From an optimization exercise on the open Yosys and OpenROAD flow, aimed at a short achievable clock period and few clock cycles; shortcuts taken in it are not production practice. In this exercise RTL edits were held to simulation tests only and were not proved equivalent to the original. Power and IR drop assume default switching activity.

[flow/config.mk]
export PLATFORM = sky130hd
export DESIGN_NAME = CPU
export DESIGN_NICKNAME = CPU
export VERILOG_FILES = /design/flow/design.v
export SDC_FILE = /design/flow/constraint.sdc
export NUM_CORES = 8
export LEC_CHECK = 0
export ABC_CLOCK_PERIOD_IN_PS = 3000
export CAP_MARGIN = 20
export CELL_PAD_IN_SITES_DETAIL_PLACEMENT = 1
export CORE_MARGIN = 2
export CORE_UTILIZATION = 30
export PLACE_DENSITY = 0.45
export SETUP_SLACK_MARGIN = 5
export SLEW_MARGIN = 20
export TNS_END_PERCENT = 100
[flow/constraint.sdc]
create_clock -name core_clock -period 9.0 [get_ports {clk}]
set_input_delay 1.8000 -clock core_clock [delete_from_list [all_inputs] [get_ports {clk}]]
set_output_delay 1.8000 -clock core_clock [all_outputs]
set_load 0.01 [all_outputs]
[flow/design.v]
`timescale 1ns / 1ps
module CPU(
    input clk,rst,
    input [31:0]mem_rdata,
    output [7:0]mem_addr,
    output [31:0]mem_wdata,
    output mem_we
    );
    localparam CB  = 6;               
    localparam CN  = 1 << CB;
    localparam PFL = 60;              
    reg  [7:0]  maddr;                
    reg  [7:0]  maddr_n;              
    wire [7:0]  ma = ~maddr_n;
    reg         mwe;                  
    reg  [31:0] mwdata;
    reg         dcyc;                 
    reg         pfetch;               
    reg  [7:0]  fpc;                  
    reg  [7:0]  fpc_t;                
    reg  [7:0]  fpc_pn;               
    reg  [7:0]  fpc_dn;               
    wire [7:0]  fpc_p = ~fpc_pn;
    wire [7:0]  fpc_d = ~fpc_dn;
    reg  [7:0]  pf;                   
    reg         pf_adv;               
    reg         pf_rst;               
    wire [7:0]  pfa = pf_adv ? pf + 8'd1 : pf;      
    assign mem_addr  = maddr;
    assign mem_we    = mwe;
    assign mem_wdata = mwdata;
    reg         vD, vD1;              
    reg  [31:0] irD, irD1;
    reg  [31:1] rsD_oh, rtD_oh;       
    reg  [31:1] rsD1_oh, rtD1_oh;
    reg  [7:0]  pcD;                  
    reg         ptD, ptD1;            
    reg         x_add, x_sub, x_and, x_or, x_xor, x_nor, x_slt;    
    reg         x_ld, x_beq, x_bne, x_wr;                          
    reg  [4:0]  x_dst;
    reg  [31:0] aX, bX;               
    reg  [7:0]  pcX, tgtX, pc1X;
    reg         ptX;
    reg         y_add, y_sub, y_and, y_or, y_xor, y_nor, y_slt;    
    reg         y_beq, y_bne, y_wr;
    reg  [4:0]  y_dst;
    reg  [31:0] aY, bY;
    reg  [7:0]  tgtY, pc1Y;
    reg         ptY;
    reg         w_wr, v_wr;
    reg  [4:0]  w_dst, v_dst;
    reg  [31:0] resW, resV;           
    wire [32*32-1:0] rf_flat;
    assign rf_flat[31:0] = 32'd0;
    genvar g;
    generate
        for (g = 1; g < 32; g = g + 1) begin : R
            reg [31:0] r;
            always @(posedge clk or posedge rst)
                if (rst) r <= 32'd0;
                else if (v_wr && v_dst == g) r <= resV;
                else if (w_wr && w_dst == g) r <= resW;
            assign rf_flat[g*32 +: 32] = r;
        end
    endgenerate
    function [31:0] rf_read;
        input [31:1] oh;
        input [32*32-1:0] f;
        integer q;
        begin
            rf_read = 32'd0;
            for (q = 1; q < 32; q = q + 1)
                rf_read = rf_read | ({32{oh[q]}} & f[q*32 +: 32]);
        end
    endfunction
    reg         bh_v     [0:31];
    reg         bh_pt    [0:31];      
    reg  [1:0]  bh_ctr   [0:31];
    reg         bh_lp    [0:31];
    reg         bh_lv    [0:31];
    reg  [3:0]  bh_ltrip [0:31];
    reg  [3:0]  bh_lcnt  [0:31];
    wire [4:0]  fidx    = fpc_p[4:0];
    wire        f_hit   = bh_v[fidx];
    wire        f_bpt   = bh_pt[fidx];
    wire [31:0] bhv_rot, bhp_rot;
    genvar m;
    generate
        for (m = 0; m < 32; m = m + 1) begin : bhrot
            assign bhv_rot[m] = bh_v[(m + 1) % 32];
            assign bhp_rot[m] = bh_pt[(m + 1) % 32];
        end
    endgenerate
    wire        f_hit1  = bhv_rot[fidx];
    wire        f_bpt1  = bhp_rot[fidx];
    wire [7:0]  f_seq   = fpc + 8'd1;
    wire [7:0]  f_seq2  = fpc + 8'd2;
    function [11:0] predecode;
        input [31:0] w;
        input [7:0]  a;
        reg j, br, beq, bne, same, bk, st;
        reg [7:0] a1;
        begin
            j    = (w[31:26] == 6'h02);
            beq  = (w[31:26] == 6'h04);
            bne  = (w[31:26] == 6'h05);
            br   = beq | bne;
            same = (w[25:21] == w[20:16]);
            a1   = a + 8'd1;
            bk   = j ? (w[7:0] <= a) : w[15];
            st   = j | (beq & (bk | same)) | (bne & (bk | ~same));
            predecode = {j, br, st, bk, j ? w[7:0] : a1 + w[7:0]};
        end
    endfunction
    function [4:0] iclass;
        input [31:0] w;
        reg [5:0] op, fn;
        reg ralu, ialu;
        begin
            op = w[31:26];
            fn = w[5:0];
            ralu = (op == 6'h00) & ((fn == 6'h20) | (fn == 6'h22) | (fn == 6'h24) | (fn == 6'h25) |
                                    (fn == 6'h26) | (fn == 6'h27) | (fn == 6'h2a));
            ialu = (op == 6'h08) | (op == 6'h0c) | (op == 6'h0d) | (op == 6'h0e) | (op == 6'h0a);
            iclass = {ralu | ialu, op == 6'h23, op == 6'h2b, (op == 6'h04) | (op == 6'h05), op == 6'h02};
        end
    endfunction
    function [4:0] idst;
        input [31:0] w;
        reg [4:0] c;
        begin
            c = iclass(w);
            idst = (c[4] & (w[31:26] == 6'h00)) ? w[15:11] : (c[4] | c[3]) ? w[20:16] : 5'd0;
        end
    endfunction
    function pairable;
        input [31:0] w0, w1;
        reg [4:0] c0, c1, d0, d1;
        reg rt1;
        begin
            c0 = iclass(w0);
            c1 = iclass(w1);
            d0 = idst(w0);
            d1 = idst(w1);
            rt1 = (w1[31:26] == 6'h00) | c1[1];                  
            pairable = (c0[4] | c0[3] | c0[2]) & (c1[4] | c1[1] | c1[0]) &
                       ((d0 == 5'd0) | ((d0 != w1[25:21] | c1[0]) & (d0 != w1[20:16] | ~rt1) & (d0 != d1)));
        end
    endfunction
    reg           ic_v   [0:CN-1];
    reg  [7-CB:0] ic_tag [0:CN-1];
    reg  [31:0]   ic_d   [0:CN-1];
    reg  [9:0]    ic_rn  [0:CN-1];    
    reg  [11:0]   ic_pd  [0:CN-1];
    reg           ic_pr  [0:CN-1];    
    function lookup;
        input [7:0] a;
        lookup = ic_v[a[CB-1:0]] && (ic_tag[a[CB-1:0]] == a[7:CB]);
    endfunction
    wire [CN-1:0]        v_rot1, v_rot2;
    wire [(8-CB)*CN-1:0] t_rot1, t_rot2;
    wire [32*CN-1:0]     d_rot1;
    wire [12*CN-1:0]     pd_rot1;
    wire [10*CN-1:0]     rn_rot1;
    genvar k;
    generate
        for (k = 0; k < CN; k = k + 1) begin : rot
            assign v_rot1[k] = ic_v[(k + 1) % CN];
            assign t_rot1[k*(8-CB) +: (8-CB)] = ic_tag[(k + 1) % CN];
            assign v_rot2[k] = ic_v[(k + 2) % CN];
            assign t_rot2[k*(8-CB) +: (8-CB)] = ic_tag[(k + 2) % CN];
            assign d_rot1[k*32 +: 32] = ic_d[(k + 1) % CN];
            assign pd_rot1[k*12 +: 12] = ic_pd[(k + 1) % CN];
            assign rn_rot1[k*10 +: 10] = ic_rn[(k + 1) % CN];
        end
    endgenerate
    wire        c_hit  = lookup(fpc_t);
    wire [CB-1:0] tidx = fpc_t[CB-1:0];
    wire [CB-1:0] didx = fpc_d[CB-1:0];
    wire [CB-1:0] pidx = fpc_p[CB-1:0];
    wire [7:0]  s1t    = fpc_t + 8'd1;
    wire [7:0]  s2t    = fpc_t + 8'd2;
    wire        h_seq  = v_rot1[tidx] && (t_rot1[tidx*(8-CB) +: (8-CB)] == s1t[7:CB]);
    wire        h_seq2 = v_rot2[tidx] && (t_rot2[tidx*(8-CB) +: (8-CB)] == s2t[7:CB]);
    wire        f_pr   = ic_pr[pidx];
    wire [31:0] f_inst  = pfetch ? mem_rdata : ic_d[didx];
    wire [31:0] f_inst1 = d_rot1[didx*32 +: 32];
    wire [9:0]  f_rr    = pfetch ? mem_rdata[25:16] : ~ic_rn[pidx];
    wire [9:0]  f_rr1   = ~rn_rot1[pidx*10 +: 10];
    wire [11:0] f_pd    = pfetch ? predecode(mem_rdata, fpc) : ic_pd[pidx];
    wire [11:0] f_pd1   = pd_rot1[pidx*12 +: 12];
    wire        f_ptk   = f_pd[11] | (f_pd[10] & (f_hit ? f_bpt : f_pd[9]));
    wire        f_ptk1  = f_pd1[11] | (f_pd1[10] & (f_hit1 ? f_bpt1 : f_pd1[9]));
    wire [7:0]  f_npc   = f_ptk ? f_pd[7:0] : f_seq;
    wire [7:0]  f_npc1  = f_ptk1 ? f_pd1[7:0] : f_seq2;
    reg         sw_p;
    reg  [7:0]  sw_a;
    wire        sw_hit = sw_p & lookup(sw_a);
    wire [7:0]  pf_dist = pfa - fpc;
    wire        pf_ok  = ~pf_rst & (pf_dist != 8'd0) & (pf_dist <= PFL);    
    reg         lf_v;
    reg  [7:0]  lf_a;
    reg  [31:0] lf_w;
    wire [7:0]  lf_a1 = lf_a + 8'd1;
    wire        lf_pair = lf_v & (lf_a1 == ma) & pairable(lf_w, mem_rdata);
    wire        m_same  = lookup(ma);                     
    wire        x_inv = x_sub | x_slt;
    wire        x_as  = x_add | x_sub;
    wire [31:0] sum;
    ks_add #(32, 6) u_add (.a(aX), .b(bX), .cin(x_inv), .s(sum));
    wire        b31   = bX[31] ^ x_inv;                  
    wire        lt    = (aX[31] != b31) ? aX[31] : sum[31];
    wire [31:0] logic_res =
          ({32{x_and}} & (aX & bX))
        | ({32{x_or }} & (aX | bX))
        | ({32{x_xor}} & (aX ^ bX))
        | ({32{x_nor}} & ~(aX | bX))
        | ({32{x_slt}} & {31'd0, lt});
    wire [31:0] alu_res = ({32{x_as}} & sum) | logic_res;
    wire [7:0]  logic8 =
          ({8{x_and}} & (aX[7:0] & bX[7:0]))
        | ({8{x_or }} & (aX[7:0] | bX[7:0]))
        | ({8{x_xor}} & (aX[7:0] ^ bX[7:0]))
        | ({8{x_nor}} & ~(aX[7:0] | bX[7:0]));
    wire [31:0] xres  = x_ld ? mem_rdata : alu_res;
    wire        y_inv = y_sub | y_slt;
    wire        y_as  = y_add | y_sub;
    wire [31:0] sumY;
    ks_add #(32, 6) u_addy (.a(aY), .b(bY), .cin(y_inv), .s(sumY));
    wire        b31Y  = bY[31] ^ y_inv;
    wire        ltY   = (aY[31] != b31Y) ? aY[31] : sumY[31];
    wire [31:0] logic_resY =
          ({32{y_and}} & (aY & bY))
        | ({32{y_or }} & (aY | bY))
        | ({32{y_xor}} & (aY ^ bY))
        | ({32{y_nor}} & ~(aY | bY))
        | ({32{y_slt}} & {31'd0, ltY});
    wire [31:0] yres  = ({32{y_as}} & sumY) | logic_resY;
    wire [7:0]  logic8Y =
          ({8{y_and}} & (aY[7:0] & bY[7:0]))
        | ({8{y_or }} & (aY[7:0] | bY[7:0]))
        | ({8{y_xor}} & (aY[7:0] ^ bY[7:0]))
        | ({8{y_nor}} & ~(aY[7:0] | bY[7:0]));
    reg  [31:0] cAn, cBn, cAYn, cBYn;
    wire [31:0] dX    = cAn ^ cBn;                        
    wire [31:0] dY    = cAYn ^ cBYn;                      
    wire        eqX   = ~|dX;
    wire        eqY   = ~|dY;
    wire        x_br  = x_beq | x_bne;
    wire        y_br  = y_beq | y_bne;
    wire        takenX = (x_beq & eqX) | (x_bne & ~eqX);
    wire        takenY = (y_beq & eqY) | (y_bne & ~eqY);
    wire        taken = takenX | takenY;
    wire        x_redir = (x_br & (takenX != ptX)) | (y_br & (takenY != ptY));
    wire [7:0]  x_rtgt  = y_br ? (takenY ? tgtY : pc1Y) : (takenX ? tgtX : pc1X);
    wire        b_any   = x_br | y_br;
    wire [7:0]  b_pc    = y_br ? pcX + 8'd1 : pcX;
    wire [7:0]  b_tgt   = y_br ? tgtY : tgtX;
    wire [4:0]  xi      = b_pc[4:0];
    wire        xh_v    = bh_v[xi];
    wire [1:0]  xh_ctr  = bh_ctr[xi];
    wire [3:0]  xh_lcnt = bh_lcnt[xi];
    wire [1:0]  nh_ctr  = ~xh_v ? (taken ? 2'd2 : 2'd1) :
                          taken ? (xh_ctr == 2'd3 ? 2'd3 : xh_ctr + 2'd1)
                                : (xh_ctr == 2'd0 ? 2'd0 : xh_ctr - 2'd1);
    wire        nh_lp   = (b_tgt <= b_pc);
    wire [3:0]  nh_lcnt = ~taken ? 4'd0 : ~xh_v ? 4'd1 : (xh_lcnt == 4'd15) ? 4'd15 : xh_lcnt + 4'd1;
    wire [3:0]  nh_ltrip = taken ? bh_ltrip[xi] : xh_lcnt;
    wire        nh_lv   = taken ? (xh_v & bh_lv[xi]) : xh_v;
    wire        nh_pt   = nh_ctr[1] & ~(nh_lp & nh_lv & (nh_lcnt == nh_ltrip));
    wire [5:0]  op = irD[31:26];
    wire [5:0]  fn = irD[5:0];
    wire [4:0]  rs = irD[25:21];
    wire [4:0]  rt = irD[20:16];
    wire [4:0]  rd = irD[15:11];
    wire [31:0] imm = {{16{irD[15]}}, irD[15:0]};
    wire d_r    = (op == 6'h00);
    wire d_add  = (d_r & (fn == 6'h20)) | (op == 6'h08);
    wire d_sub  = (d_r & (fn == 6'h22));
    wire d_and  = (d_r & (fn == 6'h24)) | (op == 6'h0c);
    wire d_or   = (d_r & (fn == 6'h25)) | (op == 6'h0d);
    wire d_xor  = (d_r & (fn == 6'h26)) | (op == 6'h0e);
    wire d_nor  = (d_r & (fn == 6'h27));
    wire d_slt  = (d_r & (fn == 6'h2a)) | (op == 6'h0a);
    wire d_ld   = (op == 6'h23);
    wire d_st   = (op == 6'h2b);
    wire d_beq  = (op == 6'h04);
    wire d_bne  = (op == 6'h05);
    wire d_j    = (op == 6'h02);
    wire d_immop = (op == 6'h08) | (op == 6'h0c) | (op == 6'h0d) | (op == 6'h0e) | (op == 6'h0a);
    wire d_ralu = d_add | d_sub | d_and | d_or | d_xor | d_nor | d_slt;
    wire d_rtype = d_r & d_ralu;
    wire [4:0] d_dst = d_rtype ? rd : rt;
    wire       d_wr  = (d_ralu | d_ld) & (d_dst != 5'd0);
    wire       d_mem = d_ld | d_st;
    wire       d_br  = d_beq | d_bne;
    wire [7:0] d_pc1  = pcD + 8'd1;
    wire [7:0] d_btgt = d_pc1 + irD[7:0];
    wire [7:0] d_tgt  = d_j ? irD[7:0] : d_btgt;
    wire [5:0]  op1 = irD1[31:26];
    wire [5:0]  fn1 = irD1[5:0];
    wire [4:0]  rs1 = irD1[25:21];
    wire [4:0]  rt1 = irD1[20:16];
    wire [4:0]  rd1 = irD1[15:11];
    wire [31:0] imm1 = {{16{irD1[15]}}, irD1[15:0]};
    wire e_r    = (op1 == 6'h00);
    wire e_add  = (e_r & (fn1 == 6'h20)) | (op1 == 6'h08);
    wire e_sub  = (e_r & (fn1 == 6'h22));
    wire e_and  = (e_r & (fn1 == 6'h24)) | (op1 == 6'h0c);
    wire e_or   = (e_r & (fn1 == 6'h25)) | (op1 == 6'h0d);
    wire e_xor  = (e_r & (fn1 == 6'h26)) | (op1 == 6'h0e);
    wire e_nor  = (e_r & (fn1 == 6'h27));
    wire e_slt  = (e_r & (fn1 == 6'h2a)) | (op1 == 6'h0a);
    wire e_beq  = (op1 == 6'h04);
    wire e_bne  = (op1 == 6'h05);
    wire e_j    = (op1 == 6'h02);
    wire e_immop = (op1 == 6'h08) | (op1 == 6'h0c) | (op1 == 6'h0d) | (op1 == 6'h0e) | (op1 == 6'h0a);
    wire e_ralu = e_add | e_sub | e_and | e_or | e_xor | e_nor | e_slt;
    wire e_rtype = e_r & e_ralu;
    wire [4:0] e_dst = e_rtype ? rd1 : rt1;
    wire       e_wr  = e_ralu & (e_dst != 5'd0);
    wire       e_br  = e_beq | e_bne;
    wire [7:0] e_pc1  = pcD + 8'd2;
    wire [7:0] e_btgt = e_pc1 + irD1[7:0];
    wire [7:0] e_tgt  = e_j ? irD1[7:0] : e_btgt;
    reg  [3:0] sa0, sb0, sa1, sb1;
    wire       nx1_wr = x_next & vD1 & e_wr;                
    wire       nx0_wr = x_next & d_wr;
    function [3:0] fwnext;
        input [4:0] r;
        begin
            fwnext[3] = nx1_wr & (e_dst == r);
            fwnext[2] = nx0_wr & (d_dst == r) & ~fwnext[3];
            fwnext[1] = y_wr & (y_dst == r) & ~fwnext[3] & ~fwnext[2];
            fwnext[0] = x_wr & (x_dst == r) & ~fwnext[3] & ~fwnext[2] & ~fwnext[1];
        end
    endfunction
    wire [31:0] rf_a0 = rf_read(rsD_oh, rf_flat);
    wire [31:0] rf_b0 = rf_read(rtD_oh, rf_flat);
    wire [31:0] rf_a1 = rf_read(rsD1_oh, rf_flat);
    wire [31:0] rf_b1 = rf_read(rtD1_oh, rf_flat);
    wire [31:0] a_nx  = sa0[1] ? resV : sa0[0] ? resW : rf_a0;
    wire [31:0] b_nx  = sb0[1] ? resV : sb0[0] ? resW : rf_b0;
    wire [31:0] a1_nx = sa1[1] ? resV : sa1[0] ? resW : rf_a1;
    wire [31:0] b1_nx = sb1[1] ? resV : sb1[0] ? resW : rf_b1;
    wire [31:0] valA  = sa0[3] ? yres : sa0[2] ? xres : a_nx;
    wire [31:0] valB  = sb0[3] ? yres : sb0[2] ? xres : b_nx;
    wire [31:0] valA1 = sa1[3] ? yres : sa1[2] ? xres : a1_nx;
    wire [31:0] valB1 = sb1[3] ? yres : sb1[2] ? xres : b1_nx;
    wire        d_inv = d_sub | d_slt;
    wire        e_inv = e_sub | e_slt;
    wire [31:0] b_sel  = d_immop ? imm : valB;
    wire [31:0] b1_sel = e_immop ? imm1 : valB1;
    wire [31:0] zk    = {~(cAn[30:0] & cBn[30:0]), x_inv};            
    wire        xz    = ~|(dX ^ zk);                                  
    wire [31:0] zkY   = {~(cAYn[30:0] & cBYn[30:0]), y_inv};
    wire        yz    = ~|(dY ^ zkY);                                 
    wire        x_asl = x_as;
    wire        y_asl = y_as;
    wire        vz    = ~|resV;
    wire        wz    = ~|resW;
    function [1:0] zres;              
        input [3:0] sel;
        begin
            zres[1] = (sel[3] & y_asl) | (sel[2] & x_asl) | sel[1] | sel[0];
            zres[0] = sel[3] ? yz : sel[2] ? xz : sel[1] ? vz : wz;
        end
    endfunction
    wire [1:0]  z0    = zres((rt == 5'd0) ? sa0 : sb0);
    wire [1:0]  z1    = zres((rt1 == 5'd0) ? sa1 : sb1);
    wire        d_same = (rs == rt);
    wire        e_same = (rs1 == rt1);
    wire        d_res = d_same | (((rs == 5'd0) | (rt == 5'd0)) & z0[1]);
    wire        e_res = e_same | (((rs1 == 5'd0) | (rt1 == 5'd0)) & z1[1]);
    wire        d_eq  = d_same | z0[0];
    wire        e_eq  = e_same | z1[0];
    wire d_wantt  = d_j | (d_br & (d_res ? (d_beq ? d_eq : ~d_eq) : ptD));
    wire e_wantt  = e_j | (e_br & (e_res ? (e_beq ? e_eq : ~e_eq) : ptD1));
    wire d_redir0 = vD & (d_wantt != ptD);
    wire d_redir1 = vD1 & (e_wantt != ptD1);
    wire d_redir  = d_redir0 | d_redir1;
    wire [7:0] d_rtgt = d_redir0 ? (d_wantt ? d_tgt : d_pc1) : (e_wantt ? e_tgt : e_pc1);
    wire        stall = vD & d_mem & ((sa0[2] & (x_ld | x_slt)) | (sa0[3] & y_slt));
    wire [7:0]  imm8  = irD[7:0];
    wire [7:0]  ad_nx, ad_lg, ad_as, ad_lgY, ad_asY;
    ks_add #(8, 4) u_anx (.a(a_nx[7:0]), .b(imm8), .cin(1'b0), .s(ad_nx));
    ks_add #(8, 4) u_alg (.a(logic8), .b(imm8), .cin(1'b0), .s(ad_lg));
    wire [7:0]  csa_s = aX[7:0] ^ bX[7:0] ^ imm8;
    wire [7:0]  csa_c = (aX[7:0] & bX[7:0]) | (aX[7:0] & imm8) | (bX[7:0] & imm8);
    ks_add #(8, 4) u_aas (.a(csa_s), .b({csa_c[6:0], x_inv}), .cin(1'b0), .s(ad_as));
    ks_add #(8, 4) u_algy (.a(logic8Y), .b(imm8), .cin(1'b0), .s(ad_lgY));
    wire [7:0]  csa_sY = aY[7:0] ^ bY[7:0] ^ imm8;
    wire [7:0]  csa_cY = (aY[7:0] & bY[7:0]) | (aY[7:0] & imm8) | (bY[7:0] & imm8);
    ks_add #(8, 4) u_aasy (.a(csa_sY), .b({csa_cY[6:0], y_inv}), .cin(1'b0), .s(ad_asY));
    wire [7:0]  daddr = sa0[3] ? (y_as ? ad_asY : ad_lgY) :
                        sa0[2] ? (x_as ? ad_as : ad_lg) : ad_nx;
    wire fetch  = (pfetch | c_hit) & ~stall;               
    wire dual   = fetch & c_hit & h_seq & f_pr;            
    wire go_mem = vD & d_mem & ~stall & ~x_redir;         
    wire [7:0] nf = x_redir ? x_rtgt :
                    d_redir ? d_rtgt :
                    dual    ? f_npc1 :
                    fetch   ? f_npc  : fpc;
    wire x_next = vD & ~stall & ~x_redir;                 
    wire nf_hit = (x_redir | d_redir) ? 1'b0 :
                  dual  ? (f_ptk1 ? f_pd1[8] : h_seq2) :
                  fetch ? (f_ptk ? f_pd[8] : h_seq) : c_hit;
    wire do_pre = ~go_mem & nf_hit & pf_ok;               
    wire ic_we  = ~dcyc;                                  
    wire [31:0] ic_wd = mem_rdata;
    wire [7:0]  mnext = go_mem ? daddr : do_pre ? pfa : nf;
    integer i;
    always @(posedge clk or posedge rst) begin
        if (rst) begin
            maddr  <= 8'd0;
            maddr_n <= 8'hff;
            mwe    <= 1'b0;
            dcyc   <= 1'b0;
            pfetch <= 1'b1;
            fpc    <= 8'd0;
            fpc_dn <= 8'hff;
            pf     <= 8'd0;
            pf_adv <= 1'b0;
            pf_rst <= 1'b1;
            sw_p   <= 1'b0;
            lf_v   <= 1'b0;
            vD     <= 1'b0;
            vD1    <= 1'b0;
            {x_add, x_sub, x_and, x_or, x_xor, x_nor, x_slt} <= 7'd0;
            {x_ld, x_beq, x_bne, x_wr} <= 4'd0;
            {y_add, y_sub, y_and, y_or, y_xor, y_nor, y_slt} <= 7'd0;
            {y_beq, y_bne, y_wr} <= 3'd0;
            w_wr   <= 1'b0;
            v_wr   <= 1'b0;
            for (i = 0; i < 32; i = i + 1) bh_v[i] <= 1'b0;
            for (i = 0; i < CN; i = i + 1) ic_v[i] <= 1'b0;
        end else begin
            fpc    <= nf;
            fpc_dn <= ~nf;
            maddr  <= mnext;
            maddr_n <= ~mnext;
            mwe    <= go_mem & d_st;
            dcyc   <= go_mem;
            pfetch <= ~go_mem & ~do_pre;
            pf_rst <= ~go_mem & ~nf_hit & ~pf_ok;
            pf     <= pf_rst ? f_seq : pfa;
            pf_adv <= do_pre;
            sw_p <= mwe;
            if (sw_hit)
                ic_v[sw_a[CB-1:0]] <= 1'b0;
            if (ic_we)
                ic_v[ma[CB-1:0]] <= 1'b1;
            if (ic_we)
                lf_v <= 1'b1;
            if (stall & ~x_redir) begin
                vD  <= 1'b1;
            end else begin
                vD  <= fetch & ~x_redir & ~d_redir;
                vD1 <= dual & ~x_redir & ~d_redir;
            end
            if (x_next) begin
                {x_add, x_sub, x_and, x_or, x_xor, x_nor, x_slt} <= {d_add, d_sub, d_and, d_or, d_xor, d_nor, d_slt};
                {x_ld, x_beq, x_bne, x_wr} <= {d_ld, d_beq, d_bne, d_wr};
            end else begin
                {x_add, x_sub, x_and, x_or, x_xor, x_nor, x_slt} <= 7'd0;
                {x_ld, x_beq, x_bne, x_wr} <= 4'd0;
            end
            if (x_next & vD1) begin
                {y_add, y_sub, y_and, y_or, y_xor, y_nor, y_slt} <= {e_add, e_sub, e_and, e_or, e_xor, e_nor, e_slt};
                {y_beq, y_bne, y_wr} <= {e_beq, e_bne, e_wr};
            end else begin
                {y_add, y_sub, y_and, y_or, y_xor, y_nor, y_slt} <= 7'd0;
                {y_beq, y_bne, y_wr} <= 3'd0;
            end
            w_wr <= x_wr;
            v_wr <= y_wr;
            if (b_any)
                bh_v[xi] <= 1'b1;
        end
    end
    always @(posedge clk) begin
        sw_a   <= ma;
        fpc_t  <= nf;
        fpc_pn <= ~nf;
        if (ic_we) begin
            lf_a <= ma;
            lf_w <= mem_rdata;
        end
        if (ic_we) begin
            ic_d[ma[CB-1:0]]   <= ic_wd;
            ic_rn[ma[CB-1:0]]  <= ~ic_wd[25:16];
            ic_pd[ma[CB-1:0]]  <= predecode(ic_wd, ma);
            ic_tag[ma[CB-1:0]] <= ma[7:CB];
            if (~m_same)
                ic_pr[ma[CB-1:0]] <= 1'b0;
            if (lf_pair)
                ic_pr[lf_a[CB-1:0]] <= 1'b1;
        end
        if (fetch) begin
            irD  <= f_inst;
            irD1 <= f_inst1;
            pcD  <= fpc;
            ptD  <= f_ptk;
            ptD1 <= f_ptk1;
            sa0  <= fwnext(f_rr[9:5]);
            sb0  <= fwnext(f_rr[4:0]);
            sa1  <= fwnext(f_rr1[9:5]);
            sb1  <= fwnext(f_rr1[4:0]);
            for (i = 1; i < 32; i = i + 1) begin
                rsD_oh[i]  <= (f_rr[9:5] == i);
                rtD_oh[i]  <= (f_rr[4:0] == i);
                rsD1_oh[i] <= (f_rr1[9:5] == i);
                rtD1_oh[i] <= (f_rr1[4:0] == i);
            end
        end
        if (stall) begin
            sa0 <= {2'b00, sa0[3:2]};
            sb0 <= {2'b00, sb0[3:2]};
            sa1 <= {2'b00, sa1[3:2]};
            sb1 <= {2'b00, sb1[3:2]};
        end
        mwdata <= valB;
        x_dst <= d_dst;
        aX    <= valA;
        bX    <= b_sel ^ {32{d_inv}};
        cAn   <= ~valA;
        cBn   <= ~(b_sel ^ {32{d_inv}});
        pcX   <= pcD;
        tgtX  <= d_tgt;
        pc1X  <= d_pc1;
        ptX   <= d_wantt;
        y_dst <= e_dst;
        aY    <= valA1;
        bY    <= b1_sel ^ {32{e_inv}};
        cAYn  <= ~valA1;
        cBYn  <= ~(b1_sel ^ {32{e_inv}});
        tgtY  <= e_tgt;
        pc1Y  <= e_pc1;
        ptY   <= e_wantt;
        w_dst <= x_dst;
        resW  <= xres;
        v_dst <= y_dst;
        resV  <= yres;
        if (b_any) begin
            bh_ctr[xi]   <= nh_ctr;
            bh_lp[xi]    <= nh_lp;
            bh_lcnt[xi]  <= nh_lcnt;
            bh_ltrip[xi] <= nh_ltrip;
            bh_lv[xi]    <= nh_lv;
            bh_pt[xi]    <= nh_pt;
        end
    end
endmodule
module ks_add #(parameter W = 32, parameter L = 6) (
    input  [W-1:0] a, b,
    input          cin,
    output [W-1:0] s
    );
    wire [W:0] g [0:L];
    wire [W:0] p [0:L];
    assign g[0] = {a & b, cin};
    assign p[0] = {a ^ b, 1'b0};
    genvar k, i;
    generate
        for (k = 0; k < L; k = k + 1) begin : lv
            for (i = 0; i <= W; i = i + 1) begin : bt
                if (i >= (1 << k)) begin : c
                    assign g[k+1][i] = g[k][i] | (p[k][i] & g[k][i - (1 << k)]);
                    assign p[k+1][i] = p[k][i] & p[k][i - (1 << k)];
                end else begin : n
                    assign g[k+1][i] = g[k][i];
                    assign p[k+1][i] = p[k][i];
                end
            end
        end
    endgenerate
    assign s = p[0][W:1] ^ g[L][W-1:0];
endmodule
[flow/run.sh]
#!/bin/bash
# synth_recipe.tcl (not shown) runs the flow's synth.tcl, then flattens the netlist and writes it again
# the make line also repeats each setting of config.mk as NAME=value (left out here)
make -C /OpenROAD-flow-scripts/flow DESIGN_CONFIG=/design/flow/config.mk WORK_HOME=/design/flow/orfs CLKGATE_MAP_FILE= SYNTH_SCRIPT=/design/flow/synth_recipe.tcl finish
==> summary.txt <==
final slew viol count = 45
# hold bufs at CTS = 0
Fail Reasons = antenna rules, capacitance limit, slew limit
skew final = 172 ps
Final min period = 4920 ps
async set-reset flop share out of synthesis = 19.7%
Post-Layout Inst Area = 0.365 sq mm
clock sink count = 5,869
most frequent cells in the layout = 4,204 x edfxtp_1, 2,521 x mux4_2, 1,228 x mux2i_1
XOR/XNOR share of the synthesized area = 1.25%
Synth top area share = 41.6%
final WL = 1740 mm
CTS tree = done
antenna-violating nets left = 4
Via density = 6.89
sw power = 51,500 uW
CP endpoint = maddr[4]
Worst path max stage delay = 600 ps
routed via count = 248,000
total CTS buffers = 687
crit start category = flop
Clk pwr share = 23.0%
Yosys reg bits = 5,869
layout cells sized above 1 = 28.8%
GRT overflow = 0
drt wl/cell = 48.2 microns
Synth Area in Simple Gates = 5.25%
r2r startpoint = fpc_t[0]
CP bufs+invs = 6
result of the run = finished with violations
mapped cell area = 0.304 sq mm
Die X = 1.01 mm
hold crit path type = reg2reg
vias in the first global route = 235,000
DP Wirelength = 976 mm
Worst Setup Slack, final = 4080 ps
leading post-synthesis cells by cell area = edfxtp_1 42%, mux4_2 19%, dfrtp_1 9.4%
Worst Setup SP = fpc_t[0]
syn avg cell area = 14.3 sq um
multiplexer share of the synthesized area = 23.4%
critical path's slowest cell = a2111oi_4
port bufs = 74
Hold Fails Final Rpt = 0
worst slack, placed = 2170 ps
clk latency of the worst-skew pair = 1280 ps
Power Internal = 74,000 uW
first-pass GRT wire length = 2270 mm
CP arrival = 5990 ps
crit path capture type = flop
Netlist cell types = 94
synthesized-area fraction occupied by adder cells = 1.37%
compound-gate portion of the synthesized area = 11.2%
critical path type = reg2reg
die height = 1.01 mm
CP top delay family = compound AO/OA/AOI/OAI gates
worst-path fanout max = 6
cell row count = 369
pwr/cell area = 344 mW/mm^2
register share of total power = 29.1%
antenna violations before repair = 216
# setup viols final = 0
Combinational Power Share = 47.9%
DR pass1 iterations = 15
Initial Utilization = 30.1%
final core utilization = 36.1%
Final Cycle Share = 54.7%
Fill cells = 103,000
FMAX = 203 MHz
sequential area share after synthesis = 54.5%
die area = 1.02 sq mm
clock root cell = clkbuf_16
area leader, netlist = edfxtp_1
NumNets Final = 22,100
Worst-path clk slew = 60 ps
Cell Area, Placed = 0.324 sq mm
Crit path required time = 10,070 ps
Post-synth top flop = edfxtp_1
drt drc = 0
Switching Share = 41.1%
Synthesized Nets = 21,500
critical path depth = 18
GRT Total Usage = 32.9%
core box area = 1.01 sq mm
final RePlAce weighted congestion = 1.01
largest family of logic cells by synthesized area = multiplexers
Slew @ Worst Pin = 1720 ps
IO Pins = 75
crit-path cells = buf_12, buf_12, buf_4, mux2_2, o2bb2ai_1, a2111oi_4, a2111oi_4, or3_4, a2111oi_4, buf_4, a21oi_4, buf_12, inv_16, o211a_1, o31a_1, or3b_4, mux2i_2, mux2_4
drt initial violations = 44,700
max cap viols = 1
Reg2Reg Depth = 18
unrepaired setup endpoints after global routing = yes
reg-to-reg slack, setup = 4080 ps
worst relative slew slack = -14.6%
Lkg Pwr = 0.128 uW
H-tree depth = 6
most common cell after layout, fill and taps aside = edfxtp_1
Syn-to-layout area delta = 20.1%
Synth Instances = 21,200
pin count of the biggest net entering global routing = 123
worst r2r dst = maddr[4]
clk buf depth = 5
count of warnings emitted by yosys = 5
Max VDD drop = 278 uV
total negative setup slack = 0 ps
number of synthesized flops with an enable pin = 4,204
==> power groups by stage <==
stage / clock, uW / sequential, uW / combinational (uW)
floorplan: 0 / 35200 / 30000
global placement: 0 / 37300 / 48200
detailed placement: 0 / 37300 / 48600
CTS: 29000 / 36400 / 56400
global route: 30000 / 36700 / 61000
finish: 28900 / 36500 / 60100
==> per-layer routing <==
| layer | vias to the layer above | share of wire [%] | track usage, % |
|---|---|---|---|
| met5 | - | 0.22 | 2.81 |
| met4 | 130 | 8.6 | 21.3 |
| met3 | 7396 | 12 | 13.8 |
| met2 | 22000 | 42 | 47.6 |
| met1 | 131000 | 36 | 40.1 |
| li1 | 87800 | - | - |
==> worst min-delay path by stage <==
stage / depth (start not counted) / end / startpoint / slack, ps
final: 0 / w_wr / x_wr / 430
after global routing: 0 / w_wr / x_wr / 420
after CTS: 0 / w_wr / x_wr / 420
after detailed placement: 0 / w_wr / x_wr / 410
after global placement: 0 / w_wr / x_wr / 410
after floorplan: 0 / w_dst[1] / x_dst[1] / 330
==> Yosys cell counts (122+ instances only) <==
| master | number |
|---|---|
| a21o_1 | 153 |
| a22oi_1 | 727 |
| o21ai_0 | 850 |
| edfxtp_1 | 4204 |
| xor2_1 | 208 |
| buf_1 | 364 |
| mux4_2 | 2520 |
| nand4_1 | 338 |
| inv_1 | 399 |
| mux2i_1 | 1259 |
| dfrtp_1 | 1142 |
| buf_2 | 145 |
| a21oi_1 | 920 |
| a211oi_1 | 122 |
| a221oi_1 | 695 |
| a22o_1 | 658 |
| nor2_1 | 1112 |
| xnor2_1 | 224 |
| o32ai_1 | 137 |
| clkbuf_1 | 1317 |
| ha_1 | 292 |
| nand3_1 | 260 |
| dfxtp_1 | 507 |
| nand2_1 | 1170 |
==> final cells by class <==
cell class	instances	area, sq um	area share [%]
Tap cell	13400	16700	4.58
Multi-Input combinational cell	13000	135000	37.1
Timing Repair Buffer	1748	21900	6.01
Timing Repair inverter	4	45.0	0.0124
Clock buffer	874	18500	5.07
Clock inverter	376	3830	1.05
Sequential cell	5869	166000	45.4
Inverter	409	1670	0.459
Antenna cell	388	971	0.266
==> flip-flops by register name, indices dropped and copies added (netlist names), 64 cells and up <==
name      cells
bh_ltrip    128
bh_ctr       64
ic_pd       768
R.r         992
ic_rn       640
ic_d       2048
ic_v         64
ic_tag      128
ic_pr        64
bh_lcnt     128
==> per-stage QoR <==
stage	total power [uW]	hold slack (ps)	cells
floorplan	65200	329	21200
global placement	85400	414	33700
detailed placement	85900	405	33700
CTS	122000	417	35500
global route	128000	420	35800
finish	126000	425	36000
==> logic make-up (layout without fill, tap and decap cells) <==
| family | after synthesis | after routing |
|---|---|---|
| AO/OA/AOI/OAI | 4850 | 4854 |
| XOR/XNOR | 432 | 432 |
| adder cells (fa/ha/maj) | 318 | 318 |
| buffers and inverters | 2307 | 3411 |
| flip-flops | 5869 | 5869 |
| multiplexers | 3910 | 3910 |
| other | 0 | 388 |
| AND/OR/NAND/NOR | 3503 | 3508 |
==> timing repair <==
action | CTS | global route
buffers inserted | 395 | 156
resized for setup | 1268 | 568
cloned | 140 | 13
pin swaps | 177 | 163
setup endpoints to repair | 4657 | 1263
Testbench counts, summed over its fixed seeds: cycles 65,852.

-- re-timing with driven ports --
No port has a modelled driver above. Below, the same layout with a new extraction and two added sets of constraints.
Step 1, drivers: a clkbuf_16 drives clk and a buf_2 each remaining input, both assumed.
Step 2 moves the port delays by t, midway between the first and last clock arrival at a register: inputs arrive t later, outputs are due t later. That takes back most of the time a late clock gives input paths.
a / b / c = ideal / step 1 / step 2; a / b = the first two.
t, ns: 1.355
slack for setup (ns): 4.081 / 4.081 / 3.232
worst setup path at the end: input to register
latest minus earliest clock arrival (ns): 0.173 / 0.173
worst slew at a driven data input, ns: 0.23
The setup slack of this run moves by 0.000 ns with the drivers and by -0.849 ns with both steps.
